From an optimization exercise on the open Yosys and OpenROAD flow, aimed at a short achievable clock period and few clock cycles; shortcuts taken in it are not production practice. In this exercise RTL edits were held to simulation tests only and were not proved equivalent to the original. Power figures rest on the tool's default switching activity, not on a simulated workload.

### design.v
module ALU(A, B, ALUFun, Sign, Z);
    input [31:0] A, B;
    input [5:0] ALUFun;
    input Sign;
    output reg [31:0] Z;
    wire [31:0] add_out, logic_out, shift_out;
    wire cmp_out;
    wire z, lt;
    ADD add(A, B, ALUFun[0], Sign, z, lt, add_out);
    CMP cmp(A[31], z, lt, ALUFun[3:1], cmp_out);
    LOGIC lgc(A, B, ALUFun[3:2], logic_out);
    SHIFT shift(A[4:0], B, ALUFun[1:0], shift_out);
    always@*
        case (ALUFun[5:4])
            2'b00: Z <= add_out;
            2'b01: Z <= logic_out;
            2'b10: Z <= shift_out;
            default: Z <= {31'b0, cmp_out};
        endcase
endmodule
module ADD(A, B, Fun, Sign, Z, LT, out);
    input [31:0] A, B;
    input Fun;  
    input Sign;
    output Z;
    output LT;
    output [31:0] out;
    assign out = Fun? A - B : A + B;
    assign Z = ~(|out);
    assign LT = (~Sign & (A[31] ^ B[31]))? B[31] : out[31];
endmodule
module CMP(A_31, Z, LT, Fun, out);
    input A_31;
    input Z;
    input LT;
    input [2:0] Fun;  
    output out;
    assign out =
        (Fun[2:0] == 3'b001)? Z :  
        (Fun[2:0] == 3'b000)? ~Z :  
        (Fun[2:0] == 3'b010)? LT:
        (Fun[2:0] == 3'b110)? A_31 | Z :
        (Fun[2:0] == 3'b101)? A_31 :
        ~ (A_31 | Z);
endmodule
module LOGIC(A, B, Fun, out);
    input [31:0] A, B;
    input [1:0] Fun;  
    output [31:0] out;
    assign out =
        (Fun[1:0] == 2'b10)? A & B :
        (Fun[1:0] == 2'b11)? A | B :
        (Fun[1:0] == 2'b01)? A ^ B :
        ~(A | B);
endmodule
module SHIFT(Shamt, B, Fun, out);
    input [4:0] Shamt;  
    input [31:0] B;
    input [1:0] Fun;  
    output [31:0] out;
    wire [31:0] sll_1, sll_2, sll_4, sll_8, sll_16;
    wire [31:0] srl_1, srl_2, srl_4, srl_8, srl_16;
    wire [31:0] sra_1, sra_2, sra_4, sra_8, sra_16;
    assign sll_1 = Shamt[0]? {B[30:0], 1'b0} : B;
    assign sll_2 = Shamt[1]? {sll_1[29:0], 2'b0} : sll_1;
    assign sll_4 = Shamt[2]? {sll_2[27:0], 4'b0} : sll_2;
    assign sll_8 = Shamt[3]? {sll_4[23:0], 8'b0} : sll_4;
    assign sll_16 = Shamt[4]? {sll_8[15:0], 16'b0} : sll_8;
    assign srl_1 = Shamt[0]? {1'b0, B[31:1]} : B;
    assign srl_2 = Shamt[1]? {2'b0, srl_1[31:2]} : srl_1;
    assign srl_4 = Shamt[2]? {4'b0, srl_2[31:4]} : srl_2;
    assign srl_8 = Shamt[3]? {8'b0, srl_4[31:8]} : srl_4;
    assign srl_16 = Shamt[4]? {16'b0, srl_8[31:16]} : srl_8;
    assign sra_1 = Shamt[0]? {{1{B[31]}}, B[31:1]} : B;
    assign sra_2 = Shamt[1]? {{2{B[31]}}, sra_1[31:2]} : sra_1;
    assign sra_4 = Shamt[2]? {{4{B[31]}}, sra_2[31:4]} : sra_2;
    assign sra_8 = Shamt[3]? {{8{B[31]}}, sra_4[31:8]} : sra_4;
    assign sra_16 = Shamt[4]? {{16{B[31]}}, sra_8[31:16]} : sra_8;
    assign out =
        (Fun[1:0] == 2'b00)? sll_16 :
        (Fun[1:0] == 2'b01)? srl_16 :
        sra_16;
endmodule
module Control(OpCode, Funct, IRQ,
    PCSrc, Sign, RegWrite, RegDst, 
    MemRead, MemWrite, MemtoReg, 
    ALUSrc1, ALUSrc2, ExtOp, LuOp, B, J, ALUFun);
    input [5:0] OpCode;
    input [5:0] Funct;
    input IRQ;  
    output [2:0] PCSrc;
    output Sign;
    output RegWrite;
    output [1:0] RegDst;
    output MemRead;
    output MemWrite;
    output [1:0] MemtoReg;
    output ALUSrc1;
    output ALUSrc2;
    output ExtOp;
    output LuOp;
    output reg [5:0] ALUFun;
    output B;
    output J;
    wire exception;
    assign exception = 
        (OpCode == 6'h00 ||
         OpCode == 6'h01 ||
         OpCode == 6'h02 ||
         OpCode == 6'h03 ||
         OpCode == 6'h04 ||
         OpCode == 6'h05 ||
         OpCode == 6'h06 ||
         OpCode == 6'h07 ||
         OpCode == 6'h08 ||
         OpCode == 6'h09 ||
         OpCode == 6'h0a ||
         OpCode == 6'h0b ||
         OpCode == 6'h0c ||
         OpCode == 6'h0f ||
         OpCode == 6'h23 ||
         OpCode == 6'h2b) ? 1'b0 : 1'b1;
    assign PCSrc[2:0] =
        IRQ? 3'b100 :
        exception? 3'b101 :
        (OpCode == 6'h02 ||  
         OpCode == 6'h03)? 3'b010:  
        (OpCode == 6'h00 && (Funct == 6'h08 ||  
                             Funct == 6'h09))? 3'b011:  
        3'b000;
    assign B = 
        (OpCode == 6'h04 ||  
         OpCode == 6'h05 ||  
         OpCode == 6'h06 ||  
         OpCode == 6'h07 ||  
         OpCode == 6'h01);
    assign J = 
        (OpCode == 6'h02 ||  
         OpCode == 6'h03 ||  
        (OpCode == 6'h00 && (Funct == 6'h08 ||  
                             Funct == 6'h09)));  
    assign Sign = 
    	((OpCode == 6'h00 && Funct == 6'h2b) ||  
    	 OpCode == 6'h0b)? 1'b0:  
    	1'b1;
    assign RegWrite =
        (IRQ || exception)? 1'b1:
        (OpCode == 6'h2b ||  
         OpCode == 6'h04 ||  
         OpCode == 6'h05 ||  
         OpCode == 6'h06 ||  
         OpCode == 6'h07 ||  
         OpCode == 6'h01 ||  
         OpCode == 6'h02 ||  
        (OpCode == 6'h00 && Funct == 6'h08))? 1'b0:  
        1'b1;
    assign RegDst[1:0] =
        (IRQ || exception)? 2'b11:
        (OpCode == 6'h03)? 2'b10:  
        (OpCode == 6'h00)? 2'b01:  
        2'b00;
    assign MemRead =
        (OpCode == 6'h23)? 1'b1:  
        1'b0;
    assign MemWrite =
        (OpCode == 6'h2b)? 1'b1:  
        1'b0;
    assign MemtoReg =
        IRQ? 2'b11 :
        (exception ||
        OpCode == 6'h03 ||  
        (OpCode == 6'h00 && Funct == 6'h09))? 2'b10:  
        (OpCode == 6'h23)? 2'b01:  
        2'b00;
    assign ALUSrc1 = 
        (OpCode == 6'h00 && (Funct == 6'h00 ||  
                             Funct == 6'h02 ||  
                             Funct == 6'h03))? 1'b1:  
        1'b0;
    assign ALUSrc2 =
        (OpCode == 6'h00 ||  
         OpCode == 6'h04 ||  
         OpCode == 6'h05 ||  
         OpCode == 6'h06 ||  
         OpCode == 6'h07 ||  
         OpCode == 6'h01)? 1'b0:  
        1'b1;
    assign ExtOp =
        (OpCode == 6'h0c)? 1'b0:  
        1'b1;
    assign LuOp =
        (OpCode == 6'h0f)? 1'b1:  
        1'b0;
    reg [5:0] ALUFunTmp;
    always@(*)
        case(Funct)
            6'h22: ALUFunTmp[5:0] <= 6'b000001;  
            6'h23: ALUFunTmp[5:0] <= 6'b000001;  
            6'h24: ALUFunTmp[5:0] <= 6'b011000;  
            6'h25: ALUFunTmp[5:0] <= 6'b011110;  
            6'h26: ALUFunTmp[5:0] <= 6'b010110;  
            6'h27: ALUFunTmp[5:0] <= 6'b010001;  
            6'h00: ALUFunTmp[5:0] <= 6'b100000;  
            6'h02: ALUFunTmp[5:0] <= 6'b100001;  
            6'h03: ALUFunTmp[5:0] <= 6'b100011;  
            6'h2a: ALUFunTmp[5:0] <= 6'b110101;  
            6'h2b: ALUFunTmp[5:0] <= 6'b110101;  
            default: ALUFunTmp[5:0] <= 6'b000000;
        endcase
    always@(*)
        case(OpCode)
            6'h00: ALUFun[5:0] <= ALUFunTmp;  
            6'h0c: ALUFun[5:0] <= 6'b011000;  
            6'h0a: ALUFun[5:0] <= 6'b110101;  
            6'h0b: ALUFun[5:0] <= 6'b110101;  
            6'h04: ALUFun[5:0] <= 6'b110011;  
            6'h05: ALUFun[5:0] <= 6'b110001;  
            6'h06: ALUFun[5:0] <= 6'b111101;  
            6'h07: ALUFun[5:0] <= 6'b111111;  
            6'h01: ALUFun[5:0] <= 6'b111011;  
            default: ALUFun[5:0] <= 6'b000000;
        endcase
endmodule
module hazard_detection_unit(ID_EX_MemRead,
							ID_EX_RegisterRt,
							IF_ID_RegisterRs,
							IF_ID_RegisterRt,
							stall);
input ID_EX_MemRead;
input [4:0] ID_EX_RegisterRt,IF_ID_RegisterRs,IF_ID_RegisterRt;
output stall;
assign stall = ( ID_EX_MemRead & ( (ID_EX_RegisterRt == IF_ID_RegisterRs) | (ID_EX_RegisterRt == IF_ID_RegisterRt) ) )? 1'b0 : 1'b1;
endmodule
module bypassing_unit(ID_EX_RegisterRs,
					  ID_EX_RegisterRt,
					  EX_MEM_RegisterRd,
					  EX_MEM_RegWrite,
					  MEM_WB_RegisterRd,
					  MEM_WB_RegWrite,
					  ForwardA,
					  ForwardB);
input [4:0] ID_EX_RegisterRs,ID_EX_RegisterRt,EX_MEM_RegisterRd,MEM_WB_RegisterRd;
input EX_MEM_RegWrite,MEM_WB_RegWrite;
output [1:0] ForwardA,ForwardB;
assign ForwardA =    
					( EX_MEM_RegWrite & (EX_MEM_RegisterRd != 5'b0) & (EX_MEM_RegisterRd == ID_EX_RegisterRs) )? 2'b10:
					( MEM_WB_RegWrite & (MEM_WB_RegisterRd != 5'b0) 
						& (MEM_WB_RegisterRd == ID_EX_RegisterRs) )? 2'b01:
					2'b00;
assign ForwardB =	 
					( EX_MEM_RegWrite & (EX_MEM_RegisterRd != 5'b0) & (EX_MEM_RegisterRd == ID_EX_RegisterRt) )? 2'b10:
					( MEM_WB_RegWrite & (MEM_WB_RegisterRd != 5'b0) 
						& (MEM_WB_RegisterRd == ID_EX_RegisterRt) )? 2'b01: 
					2'b00;
endmodule
module RegFile (reset,clk,addr1,data1,addr2,data2,wr,addr3,data3);
input reset,clk;
input wr;
input [4:0] addr1,addr2,addr3;
output [31:0] data1,data2;
input [31:0] data3;
reg [31:0] RF_DATA[31:1];
integer i;
wire byp1 = wr && (addr3 != 5'b0) && (addr3 == addr1);
wire byp2 = wr && (addr3 != 5'b0) && (addr3 == addr2);
assign data1=(addr1==5'b0)?32'b0:byp1?data3:RF_DATA[addr1];	 
assign data2=(addr2==5'b0)?32'b0:byp2?data3:RF_DATA[addr2];
always@(negedge reset or posedge clk) begin
	if(~reset) begin
		for(i=1;i<32;i=i+1) RF_DATA[i]<=32'b0;
	end
	else begin
		if(wr && addr3) RF_DATA[addr3] <= data3;
	end
end
endmodule
module IF_ID_Register(sysclk,reset,IF_Flush,
					IF_ID_Write,IF_PC_plus_4,IF_Instruction,
					ID_Instruction,ID_PC_plus_4);
	input sysclk,reset;
	input IF_Flush;
	input IF_ID_Write;		 
	input [31:0] IF_Instruction;
	input [31:0] IF_PC_plus_4;
	output reg [31:0] ID_Instruction;
	output reg [31:0] ID_PC_plus_4;
	always @(posedge sysclk or negedge reset) begin
		if (~reset) begin
			ID_Instruction <= 32'b0;
		end
		else begin
			if(IF_Flush)	
				ID_Instruction <= 32'b0;
			else begin
				if(IF_ID_Write)		
					ID_Instruction <= IF_Instruction;
			end
			if(IF_ID_Write)
				ID_PC_plus_4 <= IF_PC_plus_4;
		end
	end
endmodule
module ID_EX_Register(sysclk,
					reset,
					wholeSignal,
					IF_ID_RegisterRs,
					IF_ID_RegisterRt,
					IF_ID_RegisterRd,
					input_DataBusA,
					ID_ConBA,
					ID_PC_plus_4,
					ID_DataBusB,
					ID_ALUSrc2,
					ID_LUOut,
					ID_IRQ,
					ID_branchIRQ,
					EX_ctrlSignal,
					WB_ctrlSignal,
					MEM_ctrlSignal,
					Rs,Rt,Rd,
					output_DataBusA,
					EX_ConBA,
					EX_PC_plus_4,
					EX_DataBusB,
					EX_ALUSrc2,
					EX_LUOut,
					EX_IRQ,
					EX_branchIRQ);
	input sysclk,reset;		
	input [15:0] wholeSignal;	 
	input [4:0] IF_ID_RegisterRs,IF_ID_RegisterRt,IF_ID_RegisterRd;
	input [31:0] input_DataBusA; 
	input [31:0] ID_ConBA,ID_PC_plus_4,ID_DataBusB;
	input ID_ALUSrc2;
	input [31:0] ID_LUOut;
	input ID_IRQ;
	input [1:0] ID_branchIRQ;
	output reg [31:0] EX_ConBA,EX_PC_plus_4;
	output reg [10:0] EX_ctrlSignal;
	output reg [1:0] MEM_ctrlSignal;
	output reg [2:0] WB_ctrlSignal;
	output reg [4:0] Rs,Rt,Rd;
	output reg [31:0] output_DataBusA,EX_DataBusB;
	output reg EX_ALUSrc2;
	output reg [31:0] EX_LUOut;
	output reg EX_IRQ;
	output reg [1:0] EX_branchIRQ;
	always @(posedge sysclk or negedge reset) begin
		if (~reset) begin
			EX_ctrlSignal <= 11'b0;
			MEM_ctrlSignal <= 2'b0;
			WB_ctrlSignal <= 3'b0;
			Rs <= 5'b0;
			Rt <= 5'b0; 
			Rd <= 5'b0;
			output_DataBusA <= 32'b0;
			EX_ConBA <= 32'b0;
			EX_DataBusB <= 32'b0;
			EX_ALUSrc2 <= 0;
			EX_LUOut <= 32'b0;
			EX_IRQ <= 1'b0;
			EX_branchIRQ <= 2'b0;
		end
		else begin
			EX_ctrlSignal <= wholeSignal[10:0];
			MEM_ctrlSignal <= wholeSignal[12:11];
			WB_ctrlSignal <= wholeSignal[15:13];
			Rs <= IF_ID_RegisterRs;
			Rt <= IF_ID_RegisterRt;
			Rd <= IF_ID_RegisterRd;
			output_DataBusA <= input_DataBusA;
			EX_ConBA <= ID_ConBA;
			EX_PC_plus_4 <= ID_PC_plus_4;
			EX_DataBusB <= ID_DataBusB;
			EX_ALUSrc2 <= ID_ALUSrc2;
			EX_LUOut <= ID_LUOut;
			EX_IRQ <= ID_IRQ;
			EX_branchIRQ <= ID_branchIRQ;
		end
	end
endmodule
module EX_MEM_Register(sysclk,
						reset,
						ID_EX_WB_ctrlSignal,
						ID_EX_MEM_ctrlSignal,
						EX_DataBusB,
						EX_ALUOut,
						EX_AddrC,
						EX_PC_plus_4,
						EX_IRQ,
						EX_branchIRQ,
						EX_B,
						MEM_ALUOut,
						WB_ctrlSignal,
						MEM_ctrlSignal,
						EX_MEM_RegisterRd,
						MEM_DataBusB,
						MEM_PC_plus_4,
						MEM_IRQ,
						MEM_branchIRQ,
						MEM_B);
	input sysclk,reset;		
	input [1:0] ID_EX_MEM_ctrlSignal;
	input [2:0] ID_EX_WB_ctrlSignal;
	input [31:0] EX_DataBusB,EX_ALUOut,EX_PC_plus_4;
	input [4:0] EX_AddrC;
	input EX_IRQ;
	input [1:0] EX_branchIRQ;
	input EX_B;
	output reg [31:0] MEM_ALUOut,MEM_DataBusB;
	output reg [31:0] MEM_PC_plus_4;
	output reg [1:0] MEM_ctrlSignal;
	output reg [2:0] WB_ctrlSignal;
	output reg [4:0] EX_MEM_RegisterRd;
	output reg MEM_IRQ;
	output reg [1:0] MEM_branchIRQ;
	output reg MEM_B;
	always @(posedge sysclk or negedge reset) begin
		if (~reset) begin
			EX_MEM_RegisterRd <= 5'b0;
			MEM_ALUOut <= 32'b0;
			MEM_DataBusB <= 32'b0;
			MEM_ctrlSignal <= 2'b0;
			WB_ctrlSignal <= 3'b0;
			MEM_IRQ <= 1'b0;
			MEM_branchIRQ <= 2'b0;
			MEM_B <= 1'b0;
		end
		else begin
			EX_MEM_RegisterRd <= EX_AddrC;
			MEM_ALUOut <= EX_ALUOut;
			MEM_DataBusB <= EX_DataBusB;
			MEM_ctrlSignal <= ID_EX_MEM_ctrlSignal;
			WB_ctrlSignal <= ID_EX_WB_ctrlSignal;
			MEM_PC_plus_4 <= EX_PC_plus_4;
			MEM_IRQ <= EX_IRQ;
			MEM_branchIRQ <= EX_branchIRQ;
			MEM_B <= EX_B;
		end
	end
endmodule
module MEM_WB_Register(sysclk,
						reset,
						MEM_RegWrite,
						MEM_DataBusC,
						EX_MEM_RegisterRd,
						MEM_IRQ,
						WB_RegWrite,
						WB_DataBusC,
						MEM_WB_RegisterRd,
						WB_IRQ);
	input sysclk,reset;	
	input MEM_RegWrite;
	input [31:0] MEM_DataBusC;
	input [4:0] EX_MEM_RegisterRd;
	input MEM_IRQ;
	output reg WB_RegWrite;
	output reg [31:0] WB_DataBusC;
	output reg [4:0] MEM_WB_RegisterRd;
	output reg WB_IRQ;
	always @(posedge sysclk or negedge reset) begin
		if (~reset) begin
			WB_RegWrite <= 1'b0;
			MEM_WB_RegisterRd <= 5'b0;
			WB_DataBusC <= 32'b0;
			WB_IRQ <= 0;
		end
		else begin
			WB_RegWrite <= MEM_RegWrite;
			MEM_WB_RegisterRd <= EX_MEM_RegisterRd;
			WB_DataBusC <= MEM_DataBusC;
			WB_IRQ <= MEM_IRQ;
		end
	end
endmodule
module PipelineCpu (reset, clk, PerData, IRQ, MEM_MemRead, MEM_MemWrite, MEM_ALUOut, MEM_DataBusB, PC_31,
                    PC, IF_Instruction);
    input reset;
    input clk;
    input IRQ;
    output [31:0] MEM_ALUOut;
    parameter ILLOP = 32'h80000004;  
    parameter XADR = 32'h80000008;  
    wire ID_Flush,IF_Flush;
    wire stall;   
    wire lu_go;   
    output reg [31:0] PC;
    reg [31:0] PC_next;
    always @(posedge clk or negedge reset) begin
        if (~reset)
            PC <= 32'h80000000;
        else if(stall)
            PC <= PC_next;
    end
    output PC_31;
    assign PC_31 = PC[31];
    wire [31:0] PC_plus_4;
    assign PC_plus_4 = {PC[31], PC[30:0] + 31'd4};
    input [31:0] IF_Instruction;
    wire [31:0] ID_Instruction;
    wire [31:0] ID_PC_plus_4;
    IF_ID_Register RegisterI(.sysclk(clk),
                            .reset(reset),
                            .IF_Flush(IF_Flush | IRQ),
                            .IF_ID_Write(stall),
                            .IF_PC_plus_4(PC_plus_4),
                            .IF_Instruction(IF_Instruction),
                            .ID_Instruction(ID_Instruction),
                            .ID_PC_plus_4(ID_PC_plus_4));
    wire [31:0] DataBusA;
    wire [31:0] DataBusB;
    wire [31:0] WB_DataBusC;
    wire [4:0] Rd;
    wire [4:0] Rt;
    wire [4:0] Rs;
    wire [4:0] Shamt;
    wire [15:0] Imm16;
    wire [25:0] ID_JT;
    wire [5:0] OpCode;
    wire [5:0] Funct;
    assign Rd = ID_Instruction[15:11];
    assign Rt = ID_Instruction[20:16];
    assign Rs = ID_Instruction[25:21];
    assign Imm16 = ID_Instruction[15:0];
    assign ID_JT = ID_Instruction[25:0];
    assign Shamt = ID_Instruction[10:6];
    assign OpCode = ID_Instruction[31:26];
    assign Funct = ID_Instruction[5:0];
    wire [2:0] Initial_PCSrc;
    wire [1:0] RegDst;
    wire RegWrite;
    wire ALUSrc1;
    wire ALUSrc2;
    wire [5:0] ALUFun;
    wire Sign;
    wire MemWrite;
    wire MemRead;
    wire [1:0] MemtoReg;
    wire ExtOp;
    wire LUOp;
    wire B;
    wire J;
    Control ctrl(
        .OpCode(OpCode),
        .Funct(Funct),
        .IRQ(IRQ),
        .PCSrc(Initial_PCSrc),
        .ALUSrc1(ALUSrc1),
        .ALUSrc2(ALUSrc2),
        .RegDst(RegDst),
        .RegWrite(RegWrite),
        .ALUFun(ALUFun),
        .Sign(Sign),
        .MemWrite(MemWrite),
        .MemRead(MemRead),
        .MemtoReg(MemtoReg),
        .ExtOp(ExtOp),
        .LuOp(LUOp),
        .B(B),
        .J(J));
    wire [2:0] WB_ctrlSignal;
    wire [1:0] MEM_ctrlSignal;
    wire [10:0] EX_ctrlSignal;
    wire [15:0] whole_ctrlSignal;
    assign EX_ctrlSignal = {B,J,Sign,ALUFun,RegDst};
    assign MEM_ctrlSignal = {MemRead,MemWrite};
    assign WB_ctrlSignal = {MemtoReg,RegWrite};
    assign whole_ctrlSignal = {WB_ctrlSignal,MEM_ctrlSignal,EX_ctrlSignal};
    wire [15:0] sent_to_Register_ctrlSignal;
    wire [4:0] ID_EX_RegisterRt;
    wire ID_EX_MemRead;
    hazard_detection_unit hazard_unit(.ID_EX_MemRead(ID_EX_MemRead),
                                    .ID_EX_RegisterRt(ID_EX_RegisterRt),
                                    .IF_ID_RegisterRs(Rs),
                                    .IF_ID_RegisterRt(Rt),
                                    .stall(lu_go));
    assign sent_to_Register_ctrlSignal = (~stall | ID_Flush | IRQ)?  16'b0 : whole_ctrlSignal;
    wire [4:0] MEM_WB_RegisterRd;
    wire MEM_WB_RegWrite;
    wire WB_IRQ;
    RegFile rgf(
        .reset(reset),
        .clk(clk),
        .addr1(Rs),
        .data1(DataBusA),
        .addr2(Rt),
        .data2(DataBusB),
        .wr(MEM_WB_RegWrite | WB_IRQ),
        .addr3(MEM_WB_RegisterRd),
        .data3(WB_DataBusC));
    wire [31:0] Ext_out;  
    assign Ext_out = {ExtOp? {16{Imm16[15]}} : 16'h0000, Imm16};
    wire [31:0] LUOut;  
    assign LUOut = (LUOp)? {Imm16, 16'h0000} : Ext_out;
    wire [31:0] ID_ConBA;
    assign ID_ConBA = {ID_PC_plus_4[31], ID_PC_plus_4[30:0] + {Ext_out[28:0], 2'b00}};
    wire [31:0] ID_processed_DataBusA; 
    assign ID_processed_DataBusA = (ALUSrc1)? {27'b0, Shamt} : DataBusA;
    wire [31:0] Branch;  
    wire [2:0] PCSrc;
    wire EX_B;
    wire EX_J;
    wire MEM_B;
    assign PCSrc = (EX_B & ALUOut[0] & ~IRQ)?3'b001 : Initial_PCSrc;
    always@*
        case (PCSrc[2:0])
            3'b100: PC_next <= ILLOP;                   
            3'b001: PC_next <= Branch;
            3'b000: PC_next <= PC_plus_4;
            3'b010: PC_next <= {PC_plus_4[31:28], ID_JT, 2'b00};
            3'b011: PC_next <= DataBusA;
            default: PC_next <= XADR;
        endcase
    wire [31:0] ALUOut;
    wire [1:0] ID_branchIRQ;
    assign ID_branchIRQ = (EX_B & ALUOut[0]) ? 2'b01 :
    						(EX_J | (MEM_B & MEM_ALUOut[0]) )? 2'b10 : 2'b00;
    wire [10:0] EX_EX_ctrlSignal;
    wire [1:0] EX_MEM_ctrlSignal;
    wire [2:0] EX_WB_ctrlSignal;
    wire [31:0] EX_processed_DataBusA; 
    wire [4:0] ID_EX_RegisterRs,ID_EX_RegisterRd;
    wire [31:0] EX_ConBA,EX_PC_plus_4;
    wire [31:0] EX_DataBusA,EX_DataBusB;
    wire EX_ALUSrc2;
    wire [31:0] EX_LUOut;
    wire EX_IRQ;
    wire [1:0] EX_branchIRQ;
    ID_EX_Register RegisterII(.sysclk(clk),
                              .reset(reset),
                              .wholeSignal(sent_to_Register_ctrlSignal),
                              .IF_ID_RegisterRs(Rs),
                              .IF_ID_RegisterRt(Rt),
                              .IF_ID_RegisterRd(Rd),
                              .input_DataBusA(ID_processed_DataBusA),
                              .ID_ConBA(ID_ConBA),
                              .ID_PC_plus_4(ID_PC_plus_4),
                              .ID_DataBusB(DataBusB),
                              .ID_ALUSrc2(ALUSrc2),      
                              .ID_LUOut(LUOut),
                              .ID_IRQ(IRQ),
                              .ID_branchIRQ(ID_branchIRQ),
                              .EX_ctrlSignal(EX_EX_ctrlSignal),
                              .WB_ctrlSignal(EX_WB_ctrlSignal),
                              .MEM_ctrlSignal(EX_MEM_ctrlSignal),
                              .Rs(ID_EX_RegisterRs),
                              .Rt(ID_EX_RegisterRt),
                              .Rd(ID_EX_RegisterRd),
                              .output_DataBusA(EX_processed_DataBusA),
                              .EX_ConBA(EX_ConBA),
                              .EX_PC_plus_4(EX_PC_plus_4),
                              .EX_DataBusB(EX_DataBusB),
                              .EX_ALUSrc2(EX_ALUSrc2),
                              .EX_LUOut(EX_LUOut),
                              .EX_IRQ(EX_IRQ),
                              .EX_branchIRQ(EX_branchIRQ));
    assign EX_J = EX_EX_ctrlSignal[9];
    assign EX_B = EX_EX_ctrlSignal[10];
    wire [1:0] EX_RegDst;
    assign EX_RegDst = EX_EX_ctrlSignal[1:0];
    wire [5:0] EX_ALUFun;
    assign EX_ALUFun = EX_EX_ctrlSignal[7:2];
    wire EX_Sign;
    assign EX_Sign = EX_EX_ctrlSignal[8];
    assign ID_EX_MemRead = EX_MEM_ctrlSignal[1];
    wire [1:0] ForwardA,ForwardB;
    wire [4:0] EX_MEM_RegisterRd;
    wire EX_MEM_RegWrite;
    bypassing_unit Bypassing(.ID_EX_RegisterRs(ID_EX_RegisterRs),
                             .ID_EX_RegisterRt(ID_EX_RegisterRt),
                             .EX_MEM_RegisterRd(EX_MEM_RegisterRd),
                             .EX_MEM_RegWrite(EX_MEM_RegWrite),
                             .MEM_WB_RegisterRd(MEM_WB_RegisterRd),
                             .MEM_WB_RegWrite(MEM_WB_RegWrite),
                             .ForwardA(ForwardA),
                             .ForwardB(ForwardB));
    wire EX_taken = EX_B & ALUOut[0];
    assign ID_Flush = EX_taken;
    assign IF_Flush = EX_taken | (stall & (J | Initial_PCSrc[2]));
    reg [31:0] input_A;
    wire [31:0] input_B;
    always@*
        case (ForwardA[1:0])
            2'b00: input_A <= EX_processed_DataBusA;
            2'b01: input_A <= WB_DataBusC;
            2'b10: input_A <= MEM_ALUOut;
            default: input_A <= 5'b0;
        endcase
    wire [31:0] forwarding_DataBusB;
    assign forwarding_DataBusB = 
        (ForwardB == 2'b00)? EX_DataBusB:
        (ForwardB == 2'b01)? WB_DataBusC:
        (ForwardB == 2'b10)? MEM_ALUOut:
        5'b0;
    assign input_B = (EX_ALUSrc2)? EX_LUOut : forwarding_DataBusB;
    assign Branch = ALUOut[0]? EX_ConBA : PC_plus_4;
    ALU alu(
    	.A(input_A),
    	.B(input_B),
    	.ALUFun(EX_ALUFun),
    	.Sign(EX_Sign),
    	.Z(ALUOut));
    parameter Xp = 5'd26;  
    parameter Ra = 5'd31;  
    reg [4:0] EX_AddrC;
    always@*
        case (EX_RegDst[1:0])
            2'b00: EX_AddrC <= EX_IRQ? Xp : ID_EX_RegisterRt; 
            2'b01: EX_AddrC <= ID_EX_RegisterRd;
            2'b10: EX_AddrC <= Ra;
            default: EX_AddrC <= Xp;
        endcase
    wire ID_JR = (OpCode == 6'h00) && (Funct == 6'h08 || Funct == 6'h09);
    wire jr_hazard = ID_JR && (Rs != 5'b0) &&
        ((EX_WB_ctrlSignal[0] && (EX_AddrC == Rs)) ||
         (EX_MEM_RegWrite && (EX_MEM_RegisterRd == Rs)));
    assign stall = lu_go & ~(jr_hazard & ~EX_taken);
    wire [2:0] MEM_WB_ctrlSignal;
    wire [1:0] MEM_MEM_ctrlSignal;
    output [31:0] MEM_DataBusB;
    wire [31:0] MEM_PC_plus_4;
    wire MEM_IRQ;
    wire [1:0] MEM_branchIRQ;
    EX_MEM_Register RegisterIII(.sysclk(clk),
                                .reset(reset),
                                .ID_EX_WB_ctrlSignal(EX_WB_ctrlSignal),
                                .ID_EX_MEM_ctrlSignal(EX_MEM_ctrlSignal),
                                .EX_ALUOut(ALUOut),
                                .EX_AddrC(EX_AddrC),
                                .EX_DataBusB(forwarding_DataBusB),
                                .EX_PC_plus_4(EX_PC_plus_4),
                                .EX_IRQ(EX_IRQ),
                                .EX_branchIRQ(EX_branchIRQ),
                                .EX_B(EX_B),
                                .MEM_ALUOut(MEM_ALUOut),
                                .WB_ctrlSignal(MEM_WB_ctrlSignal),
                                .MEM_ctrlSignal(MEM_MEM_ctrlSignal),
                                .EX_MEM_RegisterRd(EX_MEM_RegisterRd),       
                                .MEM_DataBusB(MEM_DataBusB),
                                .MEM_PC_plus_4(MEM_PC_plus_4),
                                .MEM_IRQ(MEM_IRQ),
                                .MEM_branchIRQ(MEM_branchIRQ),
                                .MEM_B(MEM_B));
    output MEM_MemWrite;
    assign MEM_MemWrite = MEM_MEM_ctrlSignal[0];
    output MEM_MemRead;
    assign MEM_MemRead = MEM_MEM_ctrlSignal[1];
    assign EX_MEM_RegWrite = MEM_WB_ctrlSignal[0];
    wire [31:0] DataOut;
    input [31:0] PerData;
    assign DataOut = PerData;
    reg [31:0] interruption_target;
    always@*
        case (MEM_branchIRQ[1:0])
            2'b00: interruption_target <= MEM_PC_plus_4 - 32'd4;
            2'b01: interruption_target <= MEM_PC_plus_4 - 32'd8;
            default: interruption_target <= EX_PC_plus_4 - 32'd4;
        endcase
    reg [31:0] DataBusC;
    wire [1:0] MEM_MemtoReg = MEM_WB_ctrlSignal[2:1];
    wire MEM_RegWrite = MEM_WB_ctrlSignal[0];
    always@*
        case (MEM_MemtoReg[1:0])
            2'b00: DataBusC <= MEM_IRQ? interruption_target : MEM_ALUOut;
            2'b01: DataBusC <= DataOut;
            2'b10: DataBusC <= MEM_PC_plus_4;
            default: DataBusC <= interruption_target;
        endcase
    MEM_WB_Register  RegisterIV(.sysclk(clk),
                                .reset(reset),
                                .MEM_RegWrite(MEM_RegWrite),
                                .MEM_DataBusC(DataBusC),
                                .EX_MEM_RegisterRd(EX_MEM_RegisterRd),
                                .MEM_IRQ(MEM_IRQ),
                                .WB_RegWrite(MEM_WB_RegWrite),
                                .WB_DataBusC(WB_DataBusC),
                                .MEM_WB_RegisterRd(MEM_WB_RegisterRd),
                                .WB_IRQ(WB_IRQ));
endmodule
module mips_cpu (
    input         clk,
    input         rst_n,
    output [31:0] imem_addr,
    input  [31:0] imem_data,
    output        dmem_re,
    output        dmem_we,
    output [31:0] dmem_addr,
    output [31:0] dmem_wdata,
    input  [31:0] dmem_rdata
);
    PipelineCpu cpu (
        .reset(rst_n),
        .clk(clk),
        .PerData(dmem_rdata),
        .IRQ(1'b0),
        .MEM_MemRead(dmem_re),
        .MEM_MemWrite(dmem_we),
        .MEM_ALUOut(dmem_addr),
        .MEM_DataBusB(dmem_wdata),
        .PC_31(),
        .PC(imem_addr),
        .IF_Instruction(imem_data));
endmodule
### run.sh
#!/bin/bash
# synth_recipe.tcl (not shown) runs the flow's synth.tcl, then flattens the netlist and writes it again
# the make line also repeats each setting of config.mk as NAME=value (left out here)
make -C /OpenROAD-flow-scripts/flow DESIGN_CONFIG=/design/flow/config.mk WORK_HOME=/design/flow/orfs CLKGATE_MAP_FILE= SYNTH_SCRIPT=/design/flow/synth_recipe.tcl finish
### config.mk
export PLATFORM = sky130hd
export DESIGN_NAME = mips_cpu
export DESIGN_NICKNAME = mips_cpu
export VERILOG_FILES = /design/flow/design.v
export SDC_FILE = /design/flow/constraint.sdc
export NUM_CORES = 8
export LEC_CHECK = 0
export CAP_MARGIN = 20
export CORE_MARGIN = 2
export CORE_UTILIZATION = 40
export SLEW_MARGIN = 20
### constraint.sdc
create_clock -name core_clock -period 10.5 [get_ports {clk}]
set_input_delay 2.1000 -clock core_clock [delete_from_list [all_inputs] [get_ports {clk}]]
set_output_delay 2.1000 -clock core_clock [all_outputs]
set_load 0.01 [all_outputs]
==> impl_metrics.ini <==
[die]
fp.dieArea_sq_um = 199000
initial_core_util = 0.402
die_w_microns = 446
io_pins = 164
placementRows = 162
core_area_sq_um = 194000
die_h_microns = 446

[clock_tree]
htreeDepth = 4
clk_pin_slew_ps = 60
holdBufCountCts = 0
tritoncts = done
worstSkewPairLatency_ps = 850
cts_buffer_depth = 3
numCtsBuffers = 159
clock-sinks = 1429
root_buffer = clkbuf_16

[power]
leakagePower_nw = 37.6
power.density_nw_per_um2 = 392
irDropWorstVdd_v = 0.000207

[worst_hold_path]
hp-start = cpu.RegisterII.WB_ctrlSignal[2]
min_to = cpu.RegisterIII.WB_ctrlSignal[2]
hold_depth = 0
hp-class = reg -> reg

[layout]
final_common_cell = dfrtp_1
finalNetCount = 7353
stdcell_count = 9854
layout_common_cells = 1,324 x dfrtp_1, 1,009 x mux2_2, 566 x a22oi_1
syn2layout_area_growth_pct = 13.6
multiInputGateArea_sq_um = 39500
n_fill_cell = 17789
regArea_sq_um = 36300
layout-drive-gt1-share = 0.238

[logic_synthesis]
synthArstFlopShare = 0.933
yosysUniqueCellTypes = 101
yosys.area_share.simple = 0.0940
syn_area_per_cell_sq_um = 10.8
synth_area_sq_um = 78000
synthFlopType = dfrtp_1
synth_xor_xnor_area_share = 0.0236
synth_top_family_by_area = compound AO/OA/AOI/OAI gates
seq_area_frac_synth = 0.464
synthAdderAreaFrac = 0.0209
yosysTopAreaCell = dfrtp_1
ys.warnings.count = 9
synth_nets = 7440
syn_inst = 7245
synthTopCellsByArea = dfrtp_1 43%, mux2_2 15%, a22oi_1 5.4%, edfxtp_1 3.7%, a221oi_1 2.6%
synth-compound-area-share = 0.182
synth.area.mux_share = 0.176
synth_edf_count = 96
yosys_register_bits = 1429
synth.top_cell.area_share = 0.427

[job]
drv_cap = 0

[setup_path]
cpPeakStageDelay_ps = 790
r2r_setup_slack_ps = 540
critical-path-top-delay-family = simple AND/OR/NAND/NOR gates
cp.arrival_ps = 10490
cp_max_fo = 32
cp_num_buf_inv = 3
r2r.worst_path.cells = 31
crit_type = reg -> reg
crit_required_ps = 11020
timing.rr.end = cpu.RegisterI.ID_PC_plus_4[29]
cp-startpoint = cpu.RegisterII.Rt[2]
cp-start-kind = flop
cp-end-kind = flop
r2r-start = cpu.RegisterII.Rt[2]
slowest_stage = o311ai_4

[sta]
fin_tns_setup_ps = 0
fin_crit_ps = 9960
setup-violations-final = 0
finalCritPeriodShare = 0.949
grt_setup_unrepaired = false
maxSlewViolCount = 0
hold_violations = 0
skew_ps = 41.1
tightest_slew_ps = 1290
worst_slack_ps = 537
relSlewSlack = 0.133
fmax_mhz = 100

[grt]
grt_pass1_wl_microns = 519000
grt_pass1_vias = 66222
grt_max_degree = 173
gr-usage-all-layers = 0.367
overflow = 0
antenna_found_initial = 27

[placed_design]
port_buffers = 163
routabilityCongestion = 0.997
post-dp-hpwl_microns = 228000
post-place-cells = 9535
dp_slack_ps = 135

[detailed_routing]
wirelength_microns = 375000
drt_iter0_markers = 12489
antenna_left = 0
vias_per_cell = 7.11
drc_errors = 0
firstDrtPassIters = 10
wl_per_cell_microns = 38.1
vias = 70103

[run_status]
status = complete, no violations
[layout make-up]
cell class / instances / share of cell area
Inverter: 130 / 0.00550
Clock inverter: 64 / 0.00975
Clock buffer: 229 / 0.0525
Tap cell: 2542 / 0.0359
Antenna cell: 22 / 0.000621
Multi-Input combinational cell: 5016 / 0.445
Sequential cell: 1429 / 0.409
Timing Repair Buffer: 422 / 0.0414
[state kept, by name, summed over array words and instances, names as in the netlist, 3 cells and up]
register,cells
cpu.RegisterII.EX_PC_plus_4,32
cpu.rgf.RF_DATA,992
cpu.RegisterII.EX_ctrlSignal,11
cpu.RegisterIII.EX_MEM_RegisterRd,5
cpu.RegisterII.EX_DataBusB,32
cpu.RegisterII.Rt,5
cpu.PC,32
cpu.RegisterIII.MEM_DataBusB,32
cpu.RegisterI.ID_Instruction,32
cpu.RegisterII.Rd,5
cpu.RegisterII.WB_ctrlSignal,3
cpu.RegisterII.output_DataBusA,32
cpu.RegisterIII.MEM_PC_plus_4,32
cpu.RegisterIII.MEM_ALUOut,32
cpu.RegisterIV.MEM_WB_RegisterRd,5
cpu.RegisterII.EX_ConBA,32
cpu.RegisterII.Rs,5
cpu.RegisterI.ID_PC_plus_4,32
cpu.RegisterIV.WB_DataBusC,32
cpu.RegisterII.EX_LUOut,32
cpu.RegisterIII.WB_ctrlSignal,3
[metal layers]
layer	track usage	vias to the layer above	wire length, microns
li1	-	27274	-
met1	0.483	35178	142000
met2	0.502	5827	148000
met3	0.127	1814	51100
met4	0.257	10	33600
met5	0.000733	-	66
[worst register-to-register path: cells and delay by family (launching register included)]
family / cells / cell delay [ps]
buffers and inverters: 3 / 990
XOR/XNOR: 3 / 430
flip-flops: 1 / 510
adder cells (fa/ha/maj): 1 / 370
AND/OR/NAND/NOR: 13 / 3460
AO/OA/AOI/OAI: 10 / 3380
multiplexers: 1 / 510
[report_power, final]
| group | internal, W | switching (W) | total, W | leakage [nW] |
|---|---|---|---|---|
| Combinational | 0.00646 | 0.0117 | 0.0182 | 16.8 |
| Clock | 0.00350 | 0.00248 | 0.00598 | 2.72 |
| Sequential | 0.00795 | 0.00262 | 0.0106 | 18.1 |
| Total | 0.0179 | 0.0168 | 0.0347 | 37.6 |
[synth_stat cells (55+ instances only)]
cell,n
dfrtp_1,1332
mux2_2,1009
a22oi_1,566
clkbuf_1,528
nor2_1,397
nand2_1,325
a21oi_1,297
o21ai_0,231
a221oi_1,228
nand3_1,203
mux2i_1,181
a22o_1,174
nand4_1,147
xnor2_1,131
ha_1,127
inv_1,123
buf_1,106
nor3_1,103
edfxtp_1,96
xor2_1,77
a222oi_1,64
and2_1,60
nor4_1,58
o21a_1,55
[per-stage QoR]
step | power [W] | cell area [sq um] | hold slack [ps] | utilization
6_report | 0.0347 | 88700 | 354 | 0.456
3_5_place_dp | 0.0278 | 83000 | 341 | 0.427
5_1_grt | 0.0358 | 88600 | 355 | 0.456
2_1_floorplan | 0.0199 | 78000 | 331 | -
3_3_place_gp | 0.0276 | 83000 | 334 | 0.427
4_1_cts | 0.0338 | 88500 | 353 | 0.455
[timing repair]
| item | CTS | global route |
|---|---|---|
| endpoints found under the hold margin | 0 | 0 |
| endpoints found under the setup margin | 0 | 99 |
| resized for setup | 0 | 4 |
| buffers inserted | 0 | 3 |
[worst max path at each step]
stage	cells after the start	slack [ps]	to
after floorplan	29	1120	cpu.RegisterI.ID_PC_plus_4[0]
after global placement	28	150	cpu.RegisterI.ID_PC_plus_4[17]
after detailed placement	28	140	cpu.RegisterI.ID_PC_plus_4[29]
after CTS	28	120	cpu.RegisterI.ID_PC_plus_4[19]
after global routing	27	70	cpu.RegisterI.ID_PC_plus_4[19]
final	31	540	cpu.RegisterI.ID_PC_plus_4[29]
[cells by family after synthesis]
| group | Yosys count |
|---|---|
| AO/OA/AOI/OAI | 1962 |
| adder cells (fa/ha/maj) | 129 |
| multiplexers | 1214 |
| AND/OR/NAND/NOR | 1502 |
| XOR/XNOR | 209 |
| buffers and inverters | 800 |
| flip-flops | 1429 |
Testbench counts, summed over its fixed seeds: cycles 655,351.

## separate check: timing with driven ports
No port has a modelled driver above. Below, the same layout with a new extraction and two added sets of constraints. Step 1, drivers: a clkbuf_16 drives clk and a buf_2 each remaining input, both assumed. Step 2 adds t to the input delays and takes it off the output delays; t is the mean of the earliest and latest rising clock arrival at the registers after step 1. Input paths then give back, and output paths get back, about the clock's delay inside the block. Slacks: ideal ports / drivers / drivers and shift; pairs: ideal ports / drivers.
t, ns: 0.926
setup slack, ns: 0.537 / 0.537 / 0.537
worst setup path after step 2: register to register
latest minus earliest clock arrival (ns): 0.044 / 0.043
worst data-port slew with drivers (ns): 0.08
After both steps this run still meets setup and hold. The setup slack of this run moves by 0.000 ns with the drivers and by 0.000 ns with both steps.
